From an optimization exercise on the open Yosys and OpenROAD flow, aimed at small area, a short achievable clock period and few clock cycles; shortcuts taken in it are not production practice. The RTL was checked by simulation tests, not by an equivalence proof against the original design. Power figures rest on the tool's default switching activity, not on a simulated workload.

Setup of north:
## DataPath
module DataPath(input clk, input rst,
 output [31:0] imem_addr, input [31:0] imem_rdata,
 output [31:0] dmem_addr, output [31:0] dmem_wdata, output [3:0] dmem_wstrb,
 input [31:0] dmem_rdata,
 output halted);
For scale: about 1,300 flip-flops, about 170 I/O pins.
==> flow/config.mk <==
export PLATFORM = sky130hd
export DESIGN_NAME = DataPath
export DESIGN_NICKNAME = DataPath
export VERILOG_FILES = /design/flow/design.v
export SDC_FILE = /design/flow/constraint.sdc
export NUM_CORES = 4
export LEC_CHECK = 0
export CAP_MARGIN = 20
export CORE_MARGIN = 2
export CORE_UTILIZATION = 40
export PLACE_DENSITY = 0.6
export SLEW_MARGIN = 20
==> flow/constraint.sdc <==
create_clock -name core_clock -period 20.0 [get_ports {clk}]
set_input_delay 4.0000 -clock core_clock [delete_from_list [all_inputs] [get_ports {clk}]]
set_output_delay 4.0000 -clock core_clock [all_outputs]
set_load 0.01 [all_outputs]
standard.sh (not shown) runs the stock make flow with config.mk's settings and CLKGATE_MAP_FILE= SYNTH_SCRIPT=/design/flow/synth_recipe.tcl, a recipe that flattens the netlist after the stock synthesis.
==> flow/flow/run.sh <==
#!/bin/bash
# Own layout flow: the standard ORFS layout (standard.sh) on the design's
# clock and constraints, with these changes to how the layout is made:
# - the port buffers are buf_4 (by default buffer_ports picked a slow delay
#   buffer), and sizing may change a cell's footprint.
# - clock tree sinks are clustered 20 to a buffer (fewer clock buffers).
# make's full output goes to make_finish.log here; ORFS's per-step logs are
# under orfs/logs.
set -euo pipefail
bash standard.sh SETUP_SLACK_MARGIN=15 TNS_END_PERCENT=2 SKIP_GATE_CLONING=1 \
  "BUFFER_PORTS_ARGS=-buffer_cell sky130_fd_sc_hd__buf_4" MATCH_CELL_FOOTPRINT=0 \
  CTS_CLUSTER_SIZE=20 CTS_CLUSTER_DIAMETER=60 \
  finish > make_finish.log 2>&1
Testbench counts of north, summed over its fixed seeds: cycles 15,183.
Input-level comparison between south and north:
--- a/flow/flow/run.sh
+++ b/flow/flow/run.sh
@@ -9,3 +9,3 @@
 set -euo pipefail
-bash standard.sh SETUP_SLACK_MARGIN=15 TNS_END_PERCENT=2 SKIP_GATE_CLONING=1 \
+bash standard.sh SETUP_SLACK_MARGIN=15 TNS_END_PERCENT=0 SKIP_GATE_CLONING=1 \
   "BUFFER_PORTS_ARGS=-buffer_cell sky130_fd_sc_hd__buf_4" MATCH_CELL_FOOTPRINT=0 \
### Flow results
- Net switching power of the design is lower on north
- In south the global-route wire length before repair turned out 11 mm lower than in north.
- The iteration count of the initial detailed-routing pass number comes out lower for south vs north.
- Side by side, logic depth of the worst register-to-register path turned out higher in south than in north.
- In the tables for north and south, number of buffers added by the clock tree synthesis step reads higher with south.
- Of north and south, north shows the higher wire length reported by the detailed router, with south below it.
- south against north: proportion of cell area occupied by registers shows an increase of 2.1 points, power consumption shows an increase of 0.79%, fraction of layout cells with a size suffix above 1 shows a reduction of 4.0 points, buffering overhead shows a reduction of 3.6 points.

* * *

Setup of run 1:
DataPath, a different RTL version from the one above (not shown whole).
Size in the first run: about 5,700 cells after synthesis, about 170 I/O pins, roughly 67,000 um^2 of cells after synthesis.
## DataPath
module DataPath(input clk, input rst,
 output [31:0] imem_addr, input [31:0] imem_rdata,
 output [31:0] dmem_addr, output [31:0] dmem_wdata, output [3:0] dmem_wstrb,
 input [31:0] dmem_rdata,
 output halted);
clock: 20.0 ns
lec_check: 0
cap_margin: 20
core_margin: 2
core_utilization: 40
place_density: 0.6
slew_margin: 20
==> flow/flow/run.sh <==
#!/bin/bash
# Own layout flow: the standard ORFS layout (standard.sh) on the design's
# clock and constraints, with these changes to how the layout is made:
# - the port buffers are buf_4 (by default buffer_ports picked a slow delay
#   buffer), and sizing may change a cell's footprint.
# make's full output goes to make_finish.log here; ORFS's per-step logs are
# under orfs/logs.
set -euo pipefail
bash standard.sh SETUP_SLACK_MARGIN=15 TNS_END_PERCENT=5 SKIP_GATE_CLONING=1 \
  "BUFFER_PORTS_ARGS=-buffer_cell sky130_fd_sc_hd__buf_4" MATCH_CELL_FOOTPRINT=0 \
  finish > make_finish.log 2>&1
Testbench counts of run 1, summed over its fixed seeds: cycles 15,183.
Here is what was changed in the inputs of run 2 compared with run 1.
--- a/flow/flow/run.sh
+++ b/flow/flow/run.sh
@@ -5,2 +5,3 @@
 #   buffer), and sizing may change a cell's footprint.
+# - clock tree sinks are clustered 20 to a buffer (fewer clock buffers).
 # make's full output goes to make_finish.log here; ORFS's per-step logs are
@@ -8,4 +9,5 @@
 set -euo pipefail
-bash standard.sh SETUP_SLACK_MARGIN=15 TNS_END_PERCENT=5 SKIP_GATE_CLONING=1 \
+bash standard.sh SETUP_SLACK_MARGIN=15 TNS_END_PERCENT=2 SKIP_GATE_CLONING=1 \
   "BUFFER_PORTS_ARGS=-buffer_cell sky130_fd_sc_hd__buf_4" MATCH_CELL_FOOTPRINT=0 \
+  CTS_CLUSTER_SIZE=20 CTS_CLUSTER_DIAMETER=60 \
   finish > make_finish.log 2>&1
--- outcome ---
Run 2 ended up with a lower post-layout utilization of the core than run 1 did. Worst hold slack (higher): run 2. In run 2, final worst clock skew is higher than in run 1. Compared with run 1, run 2 shows a lower critical path depth. Diff run 2 and run 1: weighted congestion at the end of routability-driven global placement lower in run 1.
For run 3, these inputs were changed with respect to run 2:
--- a/flow/flow/run.sh
+++ b/flow/flow/run.sh
@@ -9,3 +9,3 @@
 set -euo pipefail
-bash standard.sh SETUP_SLACK_MARGIN=15 TNS_END_PERCENT=2 SKIP_GATE_CLONING=1 \
+bash standard.sh SETUP_SLACK_MARGIN=15 TNS_END_PERCENT=0 SKIP_GATE_CLONING=1 \
   "BUFFER_PORTS_ARGS=-buffer_cell sky130_fd_sc_hd__buf_4" MATCH_CELL_FOOTPRINT=0 \
Run 3: flow completed, timing, DRC and antenna clean
Internal power consumption ended up 2.1% lower on run 3 than on run 2.
Between run 3 and run 2, the difference in number of max-cap violations is negligible.
Summary of run 3 over run 2: power in combinational cells essentially unchanged, iteration-0 DRC count of the detailed router increased 112, count of buffer and inverter cells on the critical path decreased 1, total chip power decreased 2.0%.
Final critical-path share of the clock period of run 2 is on par with run 3.
[compare] base=run 2 new=run 3: number of setup buffers added after CTS shrank by 19%, count of plain and timing-repair buffers shrank by 9.7%.

## port drivers added, routing unchanged
The flow's constraints put no driver on any port. The routed layouts listed below were extracted and timed again, unchanged, in two steps. Step 1 assumes that a clkbuf_16 drives the clock port and a buf_2 every other input. Step 2 moves the port delays by t, midway between the first and last clock arrival at a register: inputs arrive t later, outputs are due t later. That takes back most of the time a late clock gives input paths. Slacks: ideal / step 1 / step 2; pairs: ideal / step 1.
| run | t, ns | setup WS [ns] | latest minus earliest clock arrival (ns) | slew at the worst register clock pin (ns) |
|---|---|---|---|---|
| north | 0.844 | 13.973 / 13.996 / 13.152 | 0.094 / 0.094 | 0.09 / 0.09 |
| south | 0.864 | 13.882 / 13.885 / 13.022 | 0.130 / 0.129 | 0.09 / 0.09 |
| run 1 | 0.893 | 14.123 / 14.145 / 13.252 | 0.082 / 0.082 | 0.08 / 0.08 |
| run 2 | 0.867 | 14.089 / 14.143 / 13.276 | 0.096 / 0.096 | 0.09 / 0.09 |
| run 3 | 0.852 | 14.062 / 14.121 / 13.270 | 0.103 / 0.103 | 0.09 / 0.09 |
After both steps every run listed still meets setup and hold. The setup slack of run 1, which loses most, moves by +0.022 ns with the drivers and by -0.871 ns with both steps.
